Background: an optimization exercise with open tools, aiming at small area and a short achievable clock period. Do not read the settings as production practice. Where RTL was checked, it was by simulation tests only, not by an equivalence proof against the original.

==> job 499: inputs <==
==> flow/design.v (excerpt) <==
module half_sigmoid(
input rstn,
input clk,
input in_valid,
input [15:0] a,
output out_valid,
output [15:0] c
);
clock: 9.5 ns
lec_check: 0
abc_area: 1
cap_margin: 20
core_margin: 2
core_utilization: 40
gpl_timing_driven: 0
setup_slack_margin: 5
slew_margin: 20
standard.sh (not shown) runs the stock make flow with config.mk's settings and CLKGATE_MAP_FILE= SYNTH_SCRIPT=/design/flow/synth_recipe.tcl, a recipe that flattens the netlist after the stock synthesis.
==> flow/flow/run.sh <==
#!/bin/bash
# Standard ORFS layout, except that after the standard synthesis the
# combinational logic between the registers is re-mapped by ABC for area
# (flip-flops, their names and cell types are kept as synthesis made them).
set -euo pipefail
RES=$PWD/orfs/results/$FLOW_PLATFORM/half_sigmoid/base
YOSYS=$FLOW_HOME/../tools/install/yosys/bin/yosys
bash standard.sh synth > synth.log 2>&1
cp $RES/1_2_yosys.v $RES/1_2_yosys_std.v
LIB=$FLOW_HOME/platforms/$FLOW_PLATFORM/lib/sky130_fd_sc_hd__tt_025C_1v80.lib \
IN=$RES/1_2_yosys_std.v OUT=$RES/1_2_yosys.v TOP=$FLOW_TOP \
  $YOSYS -c flow/remap.tcl > remap.log 2>&1
bash standard.sh finish BUFFER_PORTS_ARGS="-buffer_cell sky130_fd_sc_hd__buf_4" SETUP_SLACK_MARGIN=6.3 > standard.log 2>&1
==> flow/flow/abc.constr <==
set_driving_cell sky130_fd_sc_hd__buf_1
set_load 5
==> flow/flow/remap.tcl <==
yosys -import
set lib $::env(LIB)
set dont {}
foreach c {probe_p_8 probec_p_8} { lappend dont -dont_use sky130_fd_sc_hd__$c }
lappend dont -dont_use {sky130_fd_sc_hd__lpflow_*} -dont_use {sky130_fd_sc_hd__fill_*}
read_liberty -ignore_miss_func $lib
read_verilog $::env(IN)
hierarchy -top $::env(TOP)
set seq {}
foreach m [split [string trim [tee -q -s result.string select -list-mod =A:liberty_cell]] "\n"] { }
# keep flip-flops and tie cells as cells
foreach c [split [exec grep -o {sky130_fd_sc_hd__\(df\|conb\|dl\|sdf\|ed\)[a-z0-9_]*} $::env(IN) | sort -u] "\n"] {
  if {$c ne ""} { setattr -mod -set keep_hierarchy 1 $c; lappend seq $c }
}
flatten
opt_clean
abc -liberty $lib {*}$dont -script "+strash;dch,-f;map,-D,2500;topo;buffer;upsize;dnsize" -constr flow/abc.constr
opt_clean -purge
foreach c $seq { blackbox $c }
hierarchy -top $::env(TOP)
hilomap -singleton -hicell sky130_fd_sc_hd__conb_1 HI -locell sky130_fd_sc_hd__conb_1 LO
splitnets
opt_clean -purge
tee -o $::env(OUT).stat stat -liberty $lib
write_verilog -noattr -noexpr -nohex -nodec $::env(OUT)
==> job 4365: changes against job 499 <==
--- a/flow/design.v
+++ b/flow/design.v
@@ -55,42 +55,33 @@
     if (Fa_b[ib]) lz_b = 4'd10 - ib[3:0];
 end
 wire [10:0] Fn_b  = Fa_b << lz_b;
 wire [10:0] fm_b  = big_b ? Fn_b : ym_1;
 wire [4:0]  fe_b  = big_b ? (5'd14 - {1'b0, lz_b}) : ey_b;
 wire        fs_b  = sy_1 ^ (big_b & Y_b[10]);
 wire [4:0]  ipv_b = big_b ? (sy_1 ? (5'd0 - {1'b0, ip_b}) : {1'b0, ip_b}) : 5'd0;
-wire [14:0] ymag_b = {ey_b, ym_1[9:0]};
-wire u1 = big_b ? (Fa_b >= 11'd456) : (ymag_b >= 15'h3320);
-wire u2 = big_b ? (Fa_b >= 11'd645) : (ymag_b >= 15'h350a);
-wire u3 = big_b ? (Fa_b >= 11'd790) : (ymag_b >= 15'h362c);
-wire u4 = big_b ? (Fa_b >= 11'd912) : (ymag_b >= 15'h3720);
-wire u5 = big_b ? (Fa_b >= 11'd1020) : (ymag_b >= 15'h37f7);
-wire v1  = big_b ? (Fa_b >= 11'd269) : (ymag_b >= 15'h3032);
-wire v2  = big_b ? (Fa_b >= 11'd380) : (ymag_b >= 15'h31ee);
-wire v3  = big_b ? (Fa_b >= 11'd465) : (ymag_b >= 15'h3343);
-wire v4  = big_b ? (Fa_b >= 11'd537) : (ymag_b >= 15'h3432);
-wire v5  = big_b ? (Fa_b >= 11'd600) : (ymag_b >= 15'h34b0);
-wire v6  = big_b ? (Fa_b >= 11'd658) : (ymag_b >= 15'h3523);
-wire v7  = big_b ? (Fa_b >= 11'd710) : (ymag_b >= 15'h358c);
-wire v8  = big_b ? (Fa_b >= 11'd759) : (ymag_b >= 15'h35ee);
-wire v9  = big_b ? (Fa_b >= 11'd805) : (ymag_b >= 15'h364a);
-wire v10 = big_b ? (Fa_b >= 11'd849) : (ymag_b >= 15'h36a1);
-wire v11 = big_b ? (Fa_b >= 11'd890) : (ymag_b >= 15'h36f4);
-wire v12 = big_b ? (Fa_b >= 11'd930) : (ymag_b >= 15'h3743);
-wire v13 = big_b ? (Fa_b >= 11'd968) : (ymag_b >= 15'h378f);
-wire v14 = big_b ? (Fa_b >= 11'd1004) : (ymag_b >= 15'h37d8);
+wire [12:0] z_b = big_b ? {Fa_b, 2'b00} :
+                  (ey_b == 5'd13) ? {1'b0, ym_1, 1'b0} :
+                  (ey_b == 5'd12) ? {2'b0, ym_1} : 13'd0;
+wire u1 = z_b >= 13'd1824, u2 = z_b >= 13'd2580, u3 = z_b >= 13'd3160,
+     u4 = z_b >= 13'd3648, u5 = z_b >= 13'd4078;
+wire v1  = z_b >= 13'd1074, v2  = z_b >= 13'd1518, v3  = z_b >= 13'd1859,
+     v4  = z_b >= 13'd2148, v5  = z_b >= 13'd2400, v6  = z_b >= 13'd2630,
+     v7  = z_b >= 13'd2840, v8  = z_b >= 13'd3036, v9  = z_b >= 13'd3220,
+     v10 = z_b >= 13'd3394, v11 = z_b >= 13'd3560, v12 = z_b >= 13'd3718,
+     v13 = z_b >= 13'd3870, v14 = z_b >= 13'd4016;
 wire [3:0] k_b = {v8, (v4 & ~v8) | v12,
                   (v2 & ~v4) | (v6 & ~v8) | (v10 & ~v12) | v14,
                   (v1 & ~v2) | (v3 & ~v4) | (v5 & ~v6) | (v7 & ~v8) |
                   (v9 & ~v10) | (v11 & ~v12) | (v13 & ~v14)};
 wire [2:0] w_b = {u3, (u1 & ~u3) | u5, ~u1 | (u2 & ~u3) | (u4 & ~u5)};
-reg [10:0] fm_2; reg [4:0] fe_2; reg fs_2, sp_2; reg [4:0] ipv_2; reg [3:0] k_2; reg [2:0] w_2;
+reg [10:0] fm_2; reg [4:0] fe_2; reg fs_2; reg [4:0] ipv_2; reg [3:0] k_2; reg [2:0] w_2;
 always @(posedge clk) begin
-  fm_2 <= fm_b; fe_2 <= fe_b; fs_2 <= fs_b; ipv_2 <= ipv_b; sp_2 <= sp_1; k_2 <= k_b; w_2 <= w_b;
+  fm_2 <= fm_b; fe_2 <= fe_b; fs_2 <= fs_b; ipv_2 <= sp_1 ? 5'b10000 : ipv_b;    
+  k_2 <= k_b; w_2 <= w_b;
 end
 wire [21:0] F_c  = {11'b0, fm_2};
 wire [21:0] x0 = F_c << 10, x1 = F_c << 9, x2 = ~(F_c << 5), x3 = F_c << 3,
             x4 = w_2[2] ? (F_c << 2) : 22'd0, x5 = w_2[1] ? (F_c << 1) : 22'd0,
             x6 = w_2[0] ? F_c : 22'd0;
 wire [21:0] s0 = x0 ^ x1 ^ x2,  c0 = {(x0 & x1) | (x0 & x2) | (x1 & x2), 1'b0};
 wire [21:0] s1 = x3 ^ x4 ^ x5,  c1 = {(x3 & x4) | (x3 & x5) | (x4 & x5), 1'b0};
@@ -99,62 +90,61 @@
 wire [21:0] s4 = s2 ^ c2 ^ s3,  c4 = {(s2 & c2) | (s2 & s3) | (c2 & s3), 1'b0};
 wire [21:0] s5 = s4 ^ c4 ^ c3,  c5 = {(s4 & c4) | (s4 & c3) | (c4 & c3), 1'b0};
 wire [21:0] tp_c = s5 + c5;
 wire        tp21 = tp_c[21];
 wire [4:0] fe10_c = fe_2 + 5'd10;
 wire [4:0] shA_c  = (fe10_c < 5'd16) ? 5'd9 : (5'd25 - fe10_c);
 wire [4:0] shB_c  = (fe10_c < 5'd15) ? 5'd9 : (5'd24 - fe10_c);
-reg [11:0] tpt_4; reg [3:0] shA_4, shB_4, f15_4; reg tp21_4; reg [3:0] k_4; reg fs_4, sp_4; reg [4:0] ipv_4;
+reg [11:0] tpt_4; reg [3:0] shA_4, shB_4, f15_4; reg tp21_4; reg [3:0] k_4; reg fs_4; reg [4:0] ipv_4;
 always @(posedge clk) begin
   tpt_4 <= tp_c[21:10]; shA_4 <= shA_c[3:0]; shB_4 <= shB_c[3:0]; f15_4 <= 4'd15 - fe_2[3:0];
-  tp21_4 <= tp21; k_4 <= k_2; fs_4 <= fs_2; ipv_4 <= ipv_2; sp_4 <= sp_2;
+  tp21_4 <= tp21; k_4 <= k_2; fs_4 <= fs_2; ipv_4 <= ipv_2;
 end
 wire [10:0] mp_4   = tp21_4 ? tpt_4[11:1] : tpt_4[10:0];
 wire [3:0]  sh_e   = tp21_4 ? shB_4 : shA_4;       
 wire [10:0] pint_e = mp_4 >> sh_e;
 wire [10:0] msk_e  = ~(11'h7ff << sh_e);
 wire        stk_e  = |(mp_4 & msk_e);
 wire [12:0] q3_e   = {(11'd1092 + {7'b0, k_4}), 2'b00};
 wire [12:0] n_e    = fs_4 ? (q3_e + {2'b0, pint_e}) : (q3_e + {2'b11, ~pint_e} + {12'b0, ~stk_e});
 wire        e27_e  = n_e[12];
 wire [10:0] Mq_e   = e27_e ? n_e[12:2] : n_e[11:1];
 reg [10:0] drem [0:DSTG];
-reg [10:0] dden [0:DSTG];
+reg [9:0]  dden [0:DSTG];     
 reg [11:0] dq   [0:DSTG];
 reg [3:0]  dS   [0:DSTG];
 reg        dt21, de27;
 reg        dfs  [0:DSTG];
-reg        dsp  [0:DSTG];
 reg [4:0]  dipv [0:DSTG];
 always @(posedge clk) begin
-  drem[0] <= mp_4; dden[0] <= Mq_e; dq[0] <= 12'd0; dS[0] <= f15_4; dt21 <= tp21_4; de27 <= e27_e;
-  dfs[0] <= fs_4; dsp[0] <= sp_4; dipv[0] <= ipv_4;
+  drem[0] <= mp_4; dden[0] <= Mq_e[9:0]; dq[0] <= 12'd0; dS[0] <= f15_4; dt21 <= tp21_4; de27 <= e27_e;
+  dfs[0] <= fs_4; dipv[0] <= ipv_4;
 end
 genvar gs;
 generate for (gs = 0; gs < DSTG; gs = gs + 1) begin : dstage
   reg [10:0] rem_o; reg [11:0] q_o;
   reg [11:0] r2, df; reg ge;
   integer rr, bit_i;
   always @* begin
     rem_o = drem[gs]; q_o = dq[gs];
     for (rr = 0; rr < DROWS; rr = rr + 1) begin
       bit_i = 11 - (gs*DROWS + rr);
       if (bit_i >= 0) begin
         if (bit_i == 11) r2 = {1'b0, rem_o};
         else             r2 = {rem_o, 1'b0};
-        df = {1'b0, r2[10:0]} - {1'b0, dden[gs]};
+        df = {1'b0, r2[10:0]} - {2'b01, dden[gs]};
         ge = r2[11] | ~df[11];
         q_o[bit_i] = ge;
         rem_o = ge ? df[10:0] : r2[10:0];
       end
     end
   end
   always @(posedge clk) begin
     drem[gs+1] <= rem_o; dq[gs+1] <= q_o; dden[gs+1] <= dden[gs];
-    dS[gs+1] <= (gs == 0) ? (dS[gs] + {3'b0, de27} - {3'b0, dt21}) : dS[gs]; dfs[gs+1] <= dfs[gs]; dsp[gs+1] <= dsp[gs]; dipv[gs+1] <= dipv[gs];
+    dS[gs+1] <= (gs == 0) ? (dS[gs] + {3'b0, de27} - {3'b0, dt21}) : dS[gs]; dfs[gs+1] <= dfs[gs]; dipv[gs+1] <= dipv[gs];
   end
 end endgenerate
 wire [11:0] q12_f = dq[DSTG];
 wire        bq_f  = q12_f[11];
 wire [3:0]  S_f   = dS[DSTG];                      
 wire [10:0] Qs_f  = q12_f >> S_f;
 wire [11:0] low_f = q12_f & ~(12'hfff << S_f);
@@ -163,15 +153,15 @@
                                (12'd2048 - {1'b0, Qs_f} - {11'b0, dstk_f});
 wire [4:0] ipv_f = dipv[DSTG];
 wire       pos_f = ~ipv_f[4] & (ipv_f != 5'd0);
 wire       zr_f  = (ipv_f == 5'd0);
 wire [4:0] sa_f  = pos_f ? (5'd12 - ipv_f) : (5'd1 - ipv_f);
 reg [11:0] X_6; reg pos_6, zr_6; reg [3:0] sa_6; reg sp_6;
 always @(posedge clk) begin
-  X_6 <= X_f; pos_6 <= pos_f; zr_6 <= zr_f; sa_6 <= sa_f[3:0] | {4{sa_f[4]}}; sp_6 <= dsp[DSTG];
+  X_6 <= X_f; pos_6 <= pos_f; zr_6 <= zr_f; sa_6 <= sa_f[3:0] | {4{sa_f[4]}}; sp_6 <= (ipv_f == 5'b10000);
 end
 wire [11:0] Xs_g = X_6 >> sa_6;                      
 wire [13:0] S_g  = {1'b0, X_6, 1'b0} + (14'd1 << sa_6);  
 reg  [9:0]  p1m_g; reg [4:0] ce_g;                    
 always @* begin
   if (!pos_6) begin
     if (zr_6 && X_6[11]) begin p1m_g = {1'b0, X_6[10:2]}; ce_g = 5'd13; end
==> flow/flow/run.sh (replaced) <==
#!/bin/bash
# Standard ORFS layout, except that after the standard synthesis the
# combinational logic between the registers is re-mapped by ABC for area
# (flip-flops, their names and cell types are kept as synthesis made them),
# the port buffers are buf_4 cells and timing repair aims at a 3.9 ns period
# (setup margin 5.6 ns at the design's 9.5 ns clock; the SDC is unchanged).
set -euo pipefail
RES=$PWD/orfs/results/$FLOW_PLATFORM/half_sigmoid/base
YOSYS=$FLOW_HOME/../tools/install/yosys/bin/yosys
bash standard.sh synth > synth.log 2>&1
cp $RES/1_2_yosys.v $RES/1_2_yosys_std.v
LIB=$FLOW_HOME/platforms/$FLOW_PLATFORM/lib/sky130_fd_sc_hd__tt_025C_1v80.lib \
IN=$RES/1_2_yosys_std.v OUT=$RES/1_2_yosys.v TOP=$FLOW_TOP \
  $YOSYS -c flow/remap.tcl > remap.log 2>&1
bash standard.sh finish BUFFER_PORTS_ARGS="-buffer_cell sky130_fd_sc_hd__buf_4" SETUP_SLACK_MARGIN=5.6 > standard.log 2>&1
==> summary.txt <==
- Against job 4365, the final cell count of job 499 is larger by about 13%.
- In job 499 the sequential cell count is higher than in job 4365, by 15.
- In job 4365 the critical path depth is lower than in job 499, by 6.
- Register-to-register slack: job 499 is lower than job 4365 (0.14 ns).
- Against job 4365, the maximum frequency of job 499 is smaller by 3.8%.
- Between job 499 and job 4365, the lower synthesized area is in job 4365 (gap 2.2%, measured against job 4365).
- Of job 4365 and job 499, job 4365 has the higher clock skew (gap 0.0077 ns).
- Of job 4365 and job 499, job 499 has the higher design area (gap 22%, measured against job 499).
For job 499, only the layout was checked, not whether the RTL still works.

========
==> inputs of v33 <==
Another version of the RTL of half_sigmoid (not shown whole).
clock: 9.5 ns
lec_check: 0
abc_area: 1
cap_margin: 20
core_margin: 2
core_utilization: 40
gpl_timing_driven: 0
setup_slack_margin: 5
slew_margin: 20
==> flow/flow/run.sh <==
#!/bin/bash
# Standard ORFS layout, except that after the standard synthesis the
# combinational logic between the registers is re-mapped by ABC for area
# (flip-flops, their names and cell types are kept as synthesis made them),
# the port buffers are buf_4 cells and timing repair aims at a 3.9 ns period
# (setup margin 5.6 ns at the design's 9.5 ns clock; the SDC is unchanged).
set -euo pipefail
RES=$PWD/orfs/results/$FLOW_PLATFORM/half_sigmoid/base
YOSYS=$FLOW_HOME/../tools/install/yosys/bin/yosys
bash standard.sh synth > synth.log 2>&1
cp $RES/1_2_yosys.v $RES/1_2_yosys_std.v
LIB=$FLOW_HOME/platforms/$FLOW_PLATFORM/lib/sky130_fd_sc_hd__tt_025C_1v80.lib \
IN=$RES/1_2_yosys_std.v OUT=$RES/1_2_yosys.v TOP=$FLOW_TOP \
  $YOSYS -c flow/remap.tcl > remap.log 2>&1
bash standard.sh finish BUFFER_PORTS_ARGS="-buffer_cell sky130_fd_sc_hd__buf_4" SETUP_SLACK_MARGIN=5.6 > standard.log 2>&1
==> flow/flow/remap.tcl <==
yosys -import
set lib $::env(LIB)
set dont {}
foreach c {probe_p_8 probec_p_8} { lappend dont -dont_use sky130_fd_sc_hd__$c }
lappend dont -dont_use {sky130_fd_sc_hd__lpflow_*} -dont_use {sky130_fd_sc_hd__fill_*}
read_liberty -ignore_miss_func $lib
read_verilog $::env(IN)
hierarchy -top $::env(TOP)
set seq {}
foreach m [split [string trim [tee -q -s result.string select -list-mod =A:liberty_cell]] "\n"] { }
# keep flip-flops and tie cells as cells
foreach c [split [exec grep -o {sky130_fd_sc_hd__\(df\|conb\|dl\|sdf\|ed\)[a-z0-9_]*} $::env(IN) | sort -u] "\n"] {
  if {$c ne ""} { setattr -mod -set keep_hierarchy 1 $c; lappend seq $c }
}
flatten
opt_clean
abc -liberty $lib {*}$dont -script "+strash;dch,-f;map,-D,2200;topo;buffer;upsize;dnsize;strash;dch,-f;map,-D,2200;topo;buffer;upsize;dnsize" -constr flow/abc.constr
opt_clean -purge
foreach c $seq { blackbox $c }
hierarchy -top $::env(TOP)
hilomap -singleton -hicell sky130_fd_sc_hd__conb_1 HI -locell sky130_fd_sc_hd__conb_1 LO
splitnets
opt_clean -purge
tee -o $::env(OUT).stat stat -liberty $lib
write_verilog -noattr -noexpr -nohex -nodec $::env(OUT)
Scripts as last shown in full above: flow/flow/abc.constr
==> inputs of v1, as changes to v33 <==
--- a/flow/design.v
+++ b/flow/design.v
@@ -11,17 +11,17 @@
 input rstn,
 input clk,
 input in_valid,
 input [15:0] a,
 output out_valid,
 output [15:0] c
 );
 localparam DROWS = 2;                           
-localparam DSTG  = (10 + DROWS - 1) / DROWS;    
+localparam DSTG  = (12 + DROWS - 1) / DROWS;    
 localparam LAT   = 8 + DSTG;                    
 reg [LAT:0] vpipe;
 always @(posedge clk)
   if (!rstn) vpipe <= 0;
   else       vpipe <= {vpipe[LAT-1:0], in_valid};
 assign out_valid = vpipe[LAT];
 wire [4:0] E_i   = a[14:10];
 wire       clp_i = (E_i > 5'd17);
@@ -123,39 +123,37 @@
 generate for (gs = 0; gs < DSTG; gs = gs + 1) begin : dstage
   reg [10:0] rem_o; reg [11:0] q_o;
   reg [11:0] r2, df; reg ge;
   integer rr, bit_i;
   always @* begin
     rem_o = drem[gs]; q_o = dq[gs];
     for (rr = 0; rr < DROWS; rr = rr + 1) begin
       bit_i = 11 - (gs*DROWS + rr);
-      if (bit_i >= 2) begin
+      if (bit_i >= 0) begin
         if (bit_i == 11) r2 = {1'b0, rem_o};
         else             r2 = {rem_o, 1'b0};
         df = {1'b0, r2[10:0]} - {2'b01, dden[gs]};
         ge = r2[11] | ~df[11];
         q_o[bit_i] = ge;
         rem_o = ge ? df[10:0] : r2[10:0];
       end
     end
   end
   always @(posedge clk) begin
     drem[gs+1] <= rem_o; dq[gs+1] <= q_o; dden[gs+1] <= dden[gs];
     dS[gs+1] <= (gs == 0) ? (dS[gs] + {3'b0, de27} - {3'b0, dt21}) : dS[gs]; dfs[gs+1] <= dfs[gs]; dipv[gs+1] <= dipv[gs];
   end
 end endgenerate
-wire [11:0] q12_f = {dq[DSTG][11:2], 2'b00};
+wire [11:0] q12_f = dq[DSTG];
 wire        bq_f  = q12_f[11];
 wire [3:0]  S_f   = dS[DSTG];                      
 wire [10:0] Qs_f  = q12_f >> S_f;
 wire [11:0] low_f = q12_f & ~(12'hfff << S_f);
-wire [12:0] r2s_f = bq_f ? {1'b0, drem[DSTG], 1'b0} : {drem[DSTG], 2'b00};
-wire        stl_f = r2s_f >= {2'b01, dden[DSTG]};
-wire        dstk_f = (|low_f) | stl_f;
+wire        dstk_f = |{low_f[11:1], low_f[0] & ~bq_f};
 wire [11:0] X_f = !dfs[DSTG] ? (12'd2048 + {1'b0, Qs_f[10:1], 1'b0}) :
                                (12'd2048 - {1'b0, Qs_f} - {11'b0, dstk_f});
 wire [4:0] ipv_f = dipv[DSTG];
 wire       pos_f = ~ipv_f[4] & (ipv_f != 5'd0);
 wire       zr_f  = (ipv_f == 5'd0);
 wire [4:0] sa_f  = pos_f ? (5'd12 - ipv_f) : (5'd1 - ipv_f);
 reg [11:0] X_6; reg pos_6, zr_6; reg [3:0] sa_6; reg sp_6;
 always @(posedge clk) begin
==> flow/flow/run.sh (replaced) <==
#!/bin/bash
# Standard ORFS layout, except that after the standard synthesis the
# combinational logic between the registers is re-mapped by ABC for area
# (flip-flops, their names and cell types are kept as synthesis made them).
set -euo pipefail
RES=$PWD/orfs/results/$FLOW_PLATFORM/half_sigmoid/base
YOSYS=$FLOW_HOME/../tools/install/yosys/bin/yosys
bash standard.sh synth > synth.log 2>&1
cp $RES/1_2_yosys.v $RES/1_2_yosys_std.v
LIB=$FLOW_HOME/platforms/$FLOW_PLATFORM/lib/sky130_fd_sc_hd__tt_025C_1v80.lib \
IN=$RES/1_2_yosys_std.v OUT=$RES/1_2_yosys.v TOP=$FLOW_TOP \
  $YOSYS -c flow/remap.tcl > remap.log 2>&1
bash standard.sh finish BUFFER_PORTS_ARGS="-buffer_cell sky130_fd_sc_hd__buf_4" SETUP_SLACK_MARGIN=5.4 > standard.log 2>&1
--- a/flow/flow/remap.tcl
+++ b/flow/flow/remap.tcl
@@ -9,17 +9,17 @@
 set seq {}
 foreach m [split [string trim [tee -q -s result.string select -list-mod =A:liberty_cell]] "\n"] { }
 # keep flip-flops and tie cells as cells
 foreach c [split [exec grep -o {sky130_fd_sc_hd__\(df\|conb\|dl\|sdf\|ed\)[a-z0-9_]*} $::env(IN) | sort -u] "\n"] {
   if {$c ne ""} { setattr -mod -set keep_hierarchy 1 $c; lappend seq $c }
 }
 flatten
 opt_clean
-abc -liberty $lib {*}$dont -script "+strash;dch,-f;map,-D,2200;topo;buffer;upsize;dnsize;strash;dch,-f;map,-D,2200;topo;buffer;upsize;dnsize" -constr flow/abc.constr
+abc -liberty $lib {*}$dont -script "+strash;dch,-f;map,-D,2500;topo;buffer;upsize;dnsize" -constr flow/abc.constr
 opt_clean -purge
 foreach c $seq { blackbox $c }
 hierarchy -top $::env(TOP)
 hilomap -singleton -hicell sky130_fd_sc_hd__conb_1 HI -locell sky130_fd_sc_hd__conb_1 LO
 splitnets
 opt_clean -purge
 tee -o $::env(OUT).stat stat -liberty $lib
 write_verilog -noattr -noexpr -nohex -nodec $::env(OUT)
==> inputs of v11, as changes to v33 <==
--- a/flow/design.v
+++ b/flow/design.v
@@ -68,33 +68,26 @@
      v4  = z_b >= 13'd2148, v5  = z_b >= 13'd2400, v6  = z_b >= 13'd2630,
      v7  = z_b >= 13'd2840, v8  = z_b >= 13'd3036, v9  = z_b >= 13'd3220,
      v10 = z_b >= 13'd3394, v11 = z_b >= 13'd3560, v12 = z_b >= 13'd3718,
      v13 = z_b >= 13'd3870, v14 = z_b >= 13'd4016;
 wire [3:0] k_b = {v8, (v4 & ~v8) | v12,
                   (v2 & ~v4) | (v6 & ~v8) | (v10 & ~v12) | v14,
                   (v1 & ~v2) | (v3 & ~v4) | (v5 & ~v6) | (v7 & ~v8) |
                   (v9 & ~v10) | (v11 & ~v12) | (v13 & ~v14)};
-wire [2:0] w_b = {u3, (u1 & ~u3) | u5, ~u1 | (u2 & ~u3) | (u4 & ~u5)};
+wire [2:0] w_b = {~u4, ~u2 | u4, ~u1 | (u2 & ~u3) | (u4 & ~u5)};
 reg [10:0] fm_2; reg [4:0] fe_2; reg fs_2; reg [4:0] ipv_2; reg [3:0] k_2; reg [2:0] w_2;
 always @(posedge clk) begin
   fm_2 <= fm_b; fe_2 <= fe_b; fs_2 <= fs_b; ipv_2 <= sp_1 ? 5'b10000 : ipv_b;    
   k_2 <= k_b; w_2 <= w_b;
 end
 wire [21:0] F_c  = {11'b0, fm_2};
-wire [21:0] x0 = F_c << 10, x1 = F_c << 9, x2 = ~(F_c << 5), x3 = F_c << 3,
-            x4 = w_2[2] ? (F_c << 2) : 22'd0, x5 = w_2[1] ? (F_c << 1) : 22'd0,
-            x6 = w_2[0] ? F_c : 22'd0;
-wire [21:0] s0 = x0 ^ x1 ^ x2,  c0 = {(x0 & x1) | (x0 & x2) | (x1 & x2), 1'b0};
-wire [21:0] s1 = x3 ^ x4 ^ x5,  c1 = {(x3 & x4) | (x3 & x5) | (x4 & x5), 1'b0};
-wire [21:0] s2 = s0 ^ c0 ^ s1,  c2 = {(s0 & c0) | (s0 & s1) | (c0 & s1), 1'b0};
-wire [21:0] s3 = c1 ^ x6 ^ 22'd1, c3 = {(c1 & x6) | (c1 & 22'd1) | (x6 & 22'd1), 1'b0};
-wire [21:0] s4 = s2 ^ c2 ^ s3,  c4 = {(s2 & c2) | (s2 & s3) | (c2 & s3), 1'b0};
-wire [21:0] s5 = s4 ^ c4 ^ c3,  c5 = {(s4 & c4) | (s4 & c3) | (c4 & c3), 1'b0};
-wire [21:0] tp_c = s5 + c5;
+wire [21:0] u_c  = (F_c << 4) + (w_2[2] ? (F_c << 2) : 22'd0) + (w_2[1] ? (F_c << 1) : 22'd0) +
+                   (w_2[0] ? F_c : 22'd0);
+wire [21:0] tp_c = (F_c << 10) + (F_c << 9) - u_c;
 wire        tp21 = tp_c[21];
 wire [4:0] fe10_c = fe_2 + 5'd10;
 wire [4:0] shA_c  = (fe10_c < 5'd16) ? 5'd9 : (5'd25 - fe10_c);
 wire [4:0] shB_c  = (fe10_c < 5'd15) ? 5'd9 : (5'd24 - fe10_c);
 reg [11:0] tpt_4; reg [3:0] shA_4, shB_4, f15_4; reg tp21_4; reg [3:0] k_4; reg fs_4; reg [4:0] ipv_4;
 always @(posedge clk) begin
   tpt_4 <= tp_c[21:10]; shA_4 <= shA_c[3:0]; shB_4 <= shB_c[3:0]; f15_4 <= 4'd15 - fe_2[3:0];
   tp21_4 <= tp21; k_4 <= k_2; fs_4 <= fs_2; ipv_4 <= ipv_2;
==> flow/flow/run.sh (replaced) <==
#!/bin/bash
# Standard ORFS layout, except that after the standard synthesis the
# combinational logic between the registers is re-mapped by ABC for area
# (flip-flops, their names and cell types are kept as synthesis made them),
# the port buffers are buf_4 cells and timing repair aims at a 3.7 ns period
# (setup margin 5.8 ns at the design's 9.5 ns clock; the SDC is unchanged).
set -euo pipefail
RES=$PWD/orfs/results/$FLOW_PLATFORM/half_sigmoid/base
YOSYS=$FLOW_HOME/../tools/install/yosys/bin/yosys
bash standard.sh synth > synth.log 2>&1
cp $RES/1_2_yosys.v $RES/1_2_yosys_std.v
LIB=$FLOW_HOME/platforms/$FLOW_PLATFORM/lib/sky130_fd_sc_hd__tt_025C_1v80.lib \
IN=$RES/1_2_yosys_std.v OUT=$RES/1_2_yosys.v TOP=$FLOW_TOP \
  $YOSYS -c flow/remap.tcl > remap.log 2>&1
bash standard.sh finish BUFFER_PORTS_ARGS="-buffer_cell sky130_fd_sc_hd__buf_4" SETUP_SLACK_MARGIN=5.8 > standard.log 2>&1
--- a/flow/flow/remap.tcl
+++ b/flow/flow/remap.tcl
@@ -9,17 +9,17 @@
 set seq {}
 foreach m [split [string trim [tee -q -s result.string select -list-mod =A:liberty_cell]] "\n"] { }
 # keep flip-flops and tie cells as cells
 foreach c [split [exec grep -o {sky130_fd_sc_hd__\(df\|conb\|dl\|sdf\|ed\)[a-z0-9_]*} $::env(IN) | sort -u] "\n"] {
   if {$c ne ""} { setattr -mod -set keep_hierarchy 1 $c; lappend seq $c }
 }
 flatten
 opt_clean
-abc -liberty $lib {*}$dont -script "+strash;dch,-f;map,-D,2200;topo;buffer;upsize;dnsize;strash;dch,-f;map,-D,2200;topo;buffer;upsize;dnsize" -constr flow/abc.constr
+abc -liberty $lib {*}$dont -script "+strash;dch,-f;map,-D,2200;topo;buffer;upsize;dnsize;strash;dch,-f;map,-D,2200;topo;buffer;upsize;dnsize;strash;dch,-f;map,-D,2200;topo;buffer;upsize;dnsize;strash;dch,-f;map,-D,2200;topo;buffer;upsize;dnsize;strash;dch,-f;map,-D,2200;topo;buffer;upsize;dnsize;strash;dch,-f;map,-D,2200;topo;buffer;upsize;dnsize" -constr flow/abc.constr
 opt_clean -purge
 foreach c $seq { blackbox $c }
 hierarchy -top $::env(TOP)
 hilomap -singleton -hicell sky130_fd_sc_hd__conb_1 HI -locell sky130_fd_sc_hd__conb_1 LO
 splitnets
 opt_clean -purge
 tee -o $::env(OUT).stat stat -liberty $lib
 write_verilog -noattr -noexpr -nohex -nodec $::env(OUT)
==> run_results.csv <==
group,metric,value,unit
place,dp_worst_setup_slack,5.64,ns
drt,firstDrtPassIters,6,
final_layout,multi_input_area_share,53.4,%
final_layout,nonClkBufAreaFrac,2.71,%
run_status,outcome,"timing/DRC/antenna clean",
final_layout,final_cell_count_no_fill,5021,
final_layout,area_growth,12.9,%
hold_path,hold_start,"dS[1][3]",
global_routing,grt_start_max_net_pins,16,
global_routing,grt_util_met2,35.3,%
That was v33.
==> run_results.csv <==
group,metric,value,unit
final_layout,nonClkBufAreaFrac,2.13,%
global_routing,grt_util_met2,33.4,%
place,dp_worst_setup_slack,5.49,ns
final_layout,inv_count,610,
final_layout,area_growth,12.5,%
final_layout,final_cell_count_no_fill,5158,
drt,firstDrtPassIters,7,
global_routing,grt_start_max_net_pins,16,
final_layout,multi_input_area_share,52.0,%
run_status,outcome,"timing/DRC/antenna clean",
cts,root_buffer,"clkbuf_16",
hold_path,hold_start,"dfs[0]",
final_layout,drive_gt1_share,8.96,%
That was v1.
==> run_results.csv <==
group,metric,value,unit
sta,hold_violations,0,
drt,firstDrtPassIters,6,
final_layout,final_cell_count_no_fill,4816,
cts,cts_buffer_depth,3,
cts,cts.sinks,410,
cts,cts_tree,"yes",
place,dp_worst_setup_slack,5.70,ns
critical_path,max_stage_delay,0.32,ns
final_layout,multi_input_area_share,51.4,%
final_layout,nonClkBufAreaFrac,3.92,%
final_layout,area_growth,15.9,%
hold_path,hold_start,"dq[3][11]",
run_status,outcome,"timing/DRC/antenna clean",
global_routing,grt_start_max_net_pins,14,
That was v11.

-- what the ideal ports hide --
The results above use ideal ports. As a check the final layouts listed here were re-extracted and re-timed, cells and wires unchanged. Step 1 assumes that a clkbuf_16 drives the clock port and a buf_2 every other input. Step 2 adds t to the input delays and takes it off the output delays; t is the mean of the earliest and latest rising clock arrival at the registers after step 1. Input paths then give back, and output paths get back, about the clock's delay inside the block. Three values: ideal ports, drivers, drivers and shift; two values: the first two.
run | t, ns | setup slack, ns | worst setup path after step 2 | worst register clock-pin slew, ns | pins driven straight from the clock port
job 499 | 0.671 | 5.707 / 5.707 / 5.707 | register to register | 0.07 / 0.07 | 1
job 4365 | 0.661 | 5.850 / 5.850 / 5.850 | register to register | 0.08 / 0.08 | 1
v33 | 0.635 | 5.854 / 5.854 / 5.854 | register to register | 0.07 / 0.07 | 1
v1 | 0.661 | 5.566 / 5.566 / 5.566 | register to register | 0.08 / 0.08 | 1
v11 | 0.639 | 5.983 / 5.983 / 5.983 | register to register | 0.07 / 0.07 | 1
After both steps every run listed still meets setup and hold.
